Background: an optimization exercise with open tools, aiming at small area. Do not read the settings as production practice. In this exercise RTL edits were held to simulation tests only and were not proved equivalent to the original. No activity file was given, so power comes from the tool's default toggle rates.

## audio_core
module audio_core(
	input clk,          
	input rst,          
	input tick,         
	input tick_1m,      
	input [15:0] accel_z,     
	input accel_valid,        
	output wire beat,   
	output [7:0] LED,   
	input PB_PLY, 	     
	input [3:0]  VOL,	  
	output P,		     
	output [3:0] SEGA,  
	output [7:0] SEGD,  
	output [7:0] BPM,   
	input [15:0] DATA,	  
	output note_req,      
	output song_end       
	);
Size in the first run: ~1800 cells after synthesis, about 160 flip-flops, roughly 74 I/O pins, ~0.012 sq mm of cells after synthesis.
export LEC_CHECK = 0
export CAP_MARGIN = 10
export CORE_MARGIN = 2
export CORE_UTILIZATION = 35
export CTS_BUF_LIST = sky130_fd_sc_hd__clkbuf_4 sky130_fd_sc_hd__clkbuf_8
export GPL_TIMING_DRIVEN = 0
export PLACE_DENSITY = 0.55
export SLEW_MARGIN = 10
create_clock -name core_clock -period 10.0 [get_ports {clk}]
standard.sh (not shown) runs the stock make flow with config.mk's settings and CLKGATE_MAP_FILE= SYNTH_SCRIPT=/design/flow/synth_recipe.tcl, a recipe that flattens the netlist after the stock synthesis.
==> flow/flow/run.sh <==
#!/bin/bash
# The standard layout (standard.sh) with these changes:
#  - synthesis: Yosys's abc step, which maps the logic between the registers
#    to cells, runs flow/area.abc (ABC's area-oriented mapping with area
#    recovery) instead of ORFS's script, and adders are not first cut out into
#    half/full-adder cells (ADDER_MAP_FILE empty), so that ABC maps them with
#    the rest. The synthesis is otherwise synth_recipe.tcl as it is, so the
#    registers, their names and their cells are the standard synthesis's.
#  - placement: every input and output port still gets a buffer, but a buf_1
#    (BUFFER_PORTS_ARGS) rather than the delay buffer buffer_ports picks.
#  - clock tree: no dummy loads (CTS_ARGS: the standard arguments and the
#    buffer list, with -dont_use_dummy_load).
# Every other step is the standard one. Make's output goes to flow_make.log,
# each step's log to orfs/logs/.
set -euo pipefail
W=$(pwd)
F=$W/flow
# synthesis script: an abc wrapper put in front of synth_recipe.tcl
{
	echo "proc abc {args} {"
	echo "  set i [lsearch -exact \$args -script]"
	echo "  if {\$i >= 0} { lset args [expr {\$i + 1}] {$F/area.abc} }"
	echo "  yosys abc {*}\$args"
	echo "}"
	cat "$W/synth_recipe.tcl"
} > "$W/area_synth.tcl"
# standard.sh with the synthesis script replaced and the extra settings
EXTRA="ADDER_MAP_FILE= 'BUFFER_PORTS_ARGS=-buffer_cell sky130_fd_sc_hd__buf_1'"
sed "s#SYNTH_SCRIPT=[^ ]*#SYNTH_SCRIPT=$W/area_synth.tcl $EXTRA#" "$W/standard.sh" > "$W/area_standard.sh"
grep -q "SYNTH_SCRIPT=$W/area_synth.tcl ADDER_MAP_FILE=" "$W/area_standard.sh"
export CTS_ARGS="-repair_clock_nets -buf_list {sky130_fd_sc_hd__clkbuf_8} -dont_use_dummy_load"
bash "$W/area_standard.sh" "${@:-finish}" > "$W/flow_make.log" 2>&1
==> flow/flow/area.abc <==
strash
&get -n
&fraig -x
&put
dc2
strash
&get -n
&dch -f
&nf -R 1000
&put
Next try:
--- a/flow/flow/run.sh
+++ b/flow/flow/run.sh
@@ -30,3 +30,3 @@
 grep -q "SYNTH_SCRIPT=$W/area_synth.tcl ADDER_MAP_FILE=" "$W/area_standard.sh"
-export CTS_ARGS="-repair_clock_nets -buf_list {sky130_fd_sc_hd__clkbuf_8} -dont_use_dummy_load"
+export CTS_ARGS="-sink_clustering_enable -repair_clock_nets -buf_list {sky130_fd_sc_hd__clkbuf_4 sky130_fd_sc_hd__clkbuf_8} -dont_use_dummy_load"
 bash "$W/area_standard.sh" "${@:-finish}" > "$W/flow_make.log" 2>&1
==> flow/flow/area.abc (replaced) <==
strash
&get -n
&fraig -x
&put
dc2
strash
&get -n
&deepsyn -T 100
&dch -f
&nf -R 1000
&put
Settings changed: CORE_UTILIZATION 35 to 60, PLACE_DENSITY 0.55 to 0.7.
What happened: The changed run completed without violations; register-to-register slack got worse by 70 ps; clock power came out lower by about 3%; global-route usage is higher by 13 points; via count shrinks by 3.9%; die area drops by 43%; routed wire length goes down by 9.4%; synthesized cell count falls by 5.5%; cell area falls by 6.1%; critical path depth went up by 2; clock-buffer cell count is unchanged; hold slack gets better by 13 ps.
Next try:
--- a/flow/flow/run.sh
+++ b/flow/flow/run.sh
@@ -30,3 +30,3 @@
 grep -q "SYNTH_SCRIPT=$W/area_synth.tcl ADDER_MAP_FILE=" "$W/area_standard.sh"
-export CTS_ARGS="-sink_clustering_enable -repair_clock_nets -buf_list {sky130_fd_sc_hd__clkbuf_4 sky130_fd_sc_hd__clkbuf_8} -dont_use_dummy_load"
+export CTS_ARGS="-sink_clustering_enable -repair_clock_nets -buf_list {sky130_fd_sc_hd__clkbuf_8} -sink_clustering_size 20 -dont_use_dummy_load"
 bash "$W/area_standard.sh" "${@:-finish}" > "$W/flow_make.log" 2>&1
==> flow/flow/area.abc (replaced) <==
strash
&get -n
&fraig -x
&put
dc2
strash
&get -n
&dch -f
&nf -R 1000
&put
Settings changed: CORE_UTILIZATION 60 to 35, PLACE_DENSITY 0.7 to 0.55.
What happened: The new run went through all stages and came out clean. Power came out higher slightly. Hold slack is worse by 13 ps. Clock power rose by a few percent.
Next try:
--- a/flow/flow/run.sh
+++ b/flow/flow/run.sh
@@ -30,3 +30,3 @@
 grep -q "SYNTH_SCRIPT=$W/area_synth.tcl ADDER_MAP_FILE=" "$W/area_standard.sh"
-export CTS_ARGS="-sink_clustering_enable -repair_clock_nets -buf_list {sky130_fd_sc_hd__clkbuf_8} -sink_clustering_size 20 -dont_use_dummy_load"
+export CTS_ARGS="-sink_clustering_enable -repair_clock_nets -buf_list {sky130_fd_sc_hd__clkbuf_4 sky130_fd_sc_hd__clkbuf_8} -dont_use_dummy_load"
 bash "$W/area_standard.sh" "${@:-finish}" > "$W/flow_make.log" 2>&1
==> flow/flow/area.abc (replaced) <==
strash
&get -n
&fraig -x
&put
dc2
strash
&get -n
&deepsyn -T 100
&dch -f
&nf -R 1000
&put
What happened:
- final area came out lower by 4.5%
- wire length came out lower by 7.2%
- utilization came out higher by 0.23 points
- combinational power came out lower by about 6%
- clock-buffer cell count is unchanged
- worst setup slack got worse by 120 ps
- area after synthesis came out lower by 4.3%
- register-to-register slack got worse by 120 ps
- die area came out lower by 4.2%
- fmax came out lower by 1.3%
- clock power came out lower by about 1%

* * *

audio_core again, from the RTL that the note above started with.
// audio_core
module audio_core(
	input clk,          
	input rst,          
	input tick,         
	input tick_1m,      
	input [15:0] accel_z,     
	input accel_valid,        
	output wire beat,   
	output [7:0] LED,   
	input PB_PLY, 	     
	input [3:0]  VOL,	  
	output P,		     
	output [3:0] SEGA,  
	output [7:0] SEGD,  
	output [7:0] BPM,   
	input [15:0] DATA,	  
	output note_req,      
	output song_end       
	);
	wire [1:0] MODE;
	wire [3:0] NOTE;
	wire [5:0] TONE;
	wire       DONE;
	wire       EN;
	reg PLAY;
	reg LATCH_PB_PLY;
	always @(posedge clk) begin
		if (rst) begin
			PLAY <= 0;
			LATCH_PB_PLY <= 0;
		end else begin
			if (PB_PLY && ~LATCH_PB_PLY)
				PLAY <= ~PLAY;
			LATCH_PB_PLY <= PB_PLY;
		end
	end
	wire cmd = DATA[15] & DATA[14];
	assign MODE     = cmd ? 2'b00 : DATA[15:14];
	assign NOTE     = cmd ? 4'b0  : DATA[3:0];
	assign TONE     = DATA[13:8];
	assign song_end = PLAY && cmd && (DATA[7:0] == 0);
	assign note_req = DONE & PLAY;
	wire [2:0] acls;
	double_thermometer LED_display (
		.clk(clk), .rst(rst), .accel_z(accel_z), .accel_valid(accel_valid),
		.cls(acls), .out(LED));
	beatmaker bm (
		.clk(clk), .rst(rst), .accel_z(accel_z), .accel_valid(accel_valid),
		.cls(acls), .beat(beat));
	bpmcalculator bpmcalc (
		.clk(clk), .rst(rst), .tick(tick), .beat(beat), .bpm_out(BPM));
	timing_controller timing_ctrl_blk (clk, rst, tick_1m, BPM, MODE, NOTE, PLAY, EN, DONE);
	display  disp_blk (clk, rst, BPM, PLAY, SEGA, SEGD);
	tone     tone_blk (clk, rst, TONE, EN & PLAY, VOL, P);
endmodule
Settings: LEC_CHECK=0, CAP_MARGIN=10, CORE_MARGIN=2, CORE_UTILIZATION=35, CTS_BUF_LIST=sky130_fd_sc_hd__clkbuf_4 sky130_fd_sc_hd__clkbuf_8, GPL_TIMING_DRIVEN=0, PLACE_DENSITY=0.55, SLEW_MARGIN=10; clock period 10.0 ns.
==> flow/flow/run.sh <==
#!/bin/bash
# The standard layout (standard.sh) with these changes:
#  - synthesis: Yosys's abc step, which maps the logic between the registers
#    to cells, runs flow/area.abc (ABC's area-oriented mapping with area
#    recovery) instead of ORFS's script, and adders are not first cut out into
#    half/full-adder cells (ADDER_MAP_FILE empty), so that ABC maps them with
#    the rest. The synthesis is otherwise synth_recipe.tcl as it is, so the
#    registers, their names and their cells are the standard synthesis's.
#  - placement: every input and output port still gets a buffer, but a buf_1
#    (BUFFER_PORTS_ARGS) rather than the delay buffer buffer_ports picks.
#  - clock tree: no dummy loads (CTS_ARGS: the standard arguments and the
#    buffer list, with -dont_use_dummy_load).
# Every other step is the standard one. Make's output goes to flow_make.log,
# each step's log to orfs/logs/.
set -euo pipefail
W=$(pwd)
F=$W/flow
# synthesis script: an abc wrapper put in front of synth_recipe.tcl
{
	echo "proc abc {args} {"
	echo "  set i [lsearch -exact \$args -script]"
	echo "  if {\$i >= 0} { lset args [expr {\$i + 1}] {$F/area.abc} }"
	echo "  yosys abc {*}\$args"
	echo "}"
	cat "$W/synth_recipe.tcl"
} > "$W/area_synth.tcl"
# standard.sh with the synthesis script replaced and the extra settings
EXTRA="ADDER_MAP_FILE= 'BUFFER_PORTS_ARGS=-buffer_cell sky130_fd_sc_hd__buf_1'"
sed "s#SYNTH_SCRIPT=[^ ]*#SYNTH_SCRIPT=$W/area_synth.tcl $EXTRA#" "$W/standard.sh" > "$W/area_standard.sh"
grep -q "SYNTH_SCRIPT=$W/area_synth.tcl ADDER_MAP_FILE=" "$W/area_standard.sh"
export CTS_ARGS="-sink_clustering_enable -repair_clock_nets -buf_list {sky130_fd_sc_hd__clkbuf_16} -sink_clustering_size 40 -sink_clustering_max_diameter 150 -dont_use_dummy_load"
bash "$W/area_standard.sh" "${@:-finish}" > "$W/flow_make.log" 2>&1
==> flow/flow/area.abc <==
strash
&get -n
&fraig -x
&put
dc2
strash
&get -n
&deepsyn -T 100
&dch -f
&nf -R 1000
&put
strash
&get -n
&dch -f
&nf -R 1000
&put
==> next run, changes <==
--- a/flow/flow/run.sh
+++ b/flow/flow/run.sh
@@ -29,4 +29,4 @@
 sed "s#SYNTH_SCRIPT=[^ ]*#SYNTH_SCRIPT=$W/area_synth.tcl $EXTRA#" "$W/standard.sh" > "$W/area_standard.sh"
 grep -q "SYNTH_SCRIPT=$W/area_synth.tcl ADDER_MAP_FILE=" "$W/area_standard.sh"
-export CTS_ARGS="-sink_clustering_enable -repair_clock_nets -buf_list {sky130_fd_sc_hd__clkbuf_16} -sink_clustering_size 40 -sink_clustering_max_diameter 150 -dont_use_dummy_load"
+export CTS_ARGS="-sink_clustering_enable -repair_clock_nets -buf_list {sky130_fd_sc_hd__clkbuf_8} -sink_clustering_size 30 -sink_clustering_levels 1 -dont_use_dummy_load"
 bash "$W/area_standard.sh" "${@:-finish}" > "$W/flow_make.log" 2>&1
==> flow/flow/area.abc (replaced) <==
strash
&get -n
&fraig -x
&put
dc2
strash
&get -n
&dch -f
&nf -R 1000
&put
The changed run went through all stages and came out clean. Core utilization shrinks by 0.93 points. Wire length is higher by about 3%. Power fell by about 10%. Final area goes up by 3.5%. Setup slack gains 0.13 ns. Combinational power climbs by about 8%. Sequential cell count is unchanged. Clock power is lower by about 30%. Non-clock buffer count drops by 3. Cell count went up by 4.8%.
==> next run, changes <==
--- a/flow/flow/run.sh
+++ b/flow/flow/run.sh
@@ -29,4 +29,4 @@
 sed "s#SYNTH_SCRIPT=[^ ]*#SYNTH_SCRIPT=$W/area_synth.tcl $EXTRA#" "$W/standard.sh" > "$W/area_standard.sh"
 grep -q "SYNTH_SCRIPT=$W/area_synth.tcl ADDER_MAP_FILE=" "$W/area_standard.sh"
-export CTS_ARGS="-sink_clustering_enable -repair_clock_nets -buf_list {sky130_fd_sc_hd__clkbuf_8} -sink_clustering_size 30 -sink_clustering_levels 1 -dont_use_dummy_load"
+export CTS_ARGS="-sink_clustering_enable -repair_clock_nets -buf_list {sky130_fd_sc_hd__clkbuf_8} -sink_clustering_size 30 -sink_clustering_max_diameter 120 -dont_use_dummy_load"
 bash "$W/area_standard.sh" "${@:-finish}" > "$W/flow_make.log" 2>&1
==> flow/flow/area.abc (replaced) <==
strash
&get -n
&fraig -x
&put
dc2
strash
&get -n
&deepsyn -T 100
&dch -f
&nf -R 1000
&put
strash
&get -n
&dch -f
&nf -R 1000
&put
CAP_MARGIN = 5   (was 10)
SLEW_MARGIN = 5   (was 10)
Result:
- synthesized cell count came out lower by a few percent
- clock skew decreases by 0.0070 ns
- cell area falls by a few percent
- clock power shrinks slightly
- total power went down slightly
- sequential share of layout area came out higher by 1.2 points

[static timing again, ports no longer ideal]
No port has a modelled driver above. Below, the same layouts with a new extraction and two added sets of constraints.
Step 1 assumes that a clkbuf_16 drives the clock port and a buf_2 every other input.
Step 2 also shifts input and output timing later by t, the mid clock arrival at the registers, as if the neighbouring blocks saw the same clock.
Three values: ideal ports, drivers, drivers and shift; two values: the first two.
run	shift t [ns]	setup slack, ns	slew at the worst register clock pin (ns)	cell pins on the clock port's net
the first run of note 1	0.484	1.017 / 1.017 / 1.017	0.11 / 0.11	1
the second run of note 1	0.473	0.943 / 0.943 / 0.943	0.10 / 0.10	1
the third run of note 1	0.484	1.017 / 1.017 / 1.017	0.11 / 0.11	1
the fourth run of note 1	0.484	0.897 / 0.897 / 0.897	0.10 / 0.10	1
the first run of note 2	0.474	0.891 / 0.891 / 0.891	0.07 / 0.07	1
the second run of note 2	0.484	1.017 / 1.017 / 1.017	0.11 / 0.11	1
the third run of note 2	0.496	0.952 / 0.952 / 0.952	0.11 / 0.11	1
After both steps every run listed still meets setup and hold.
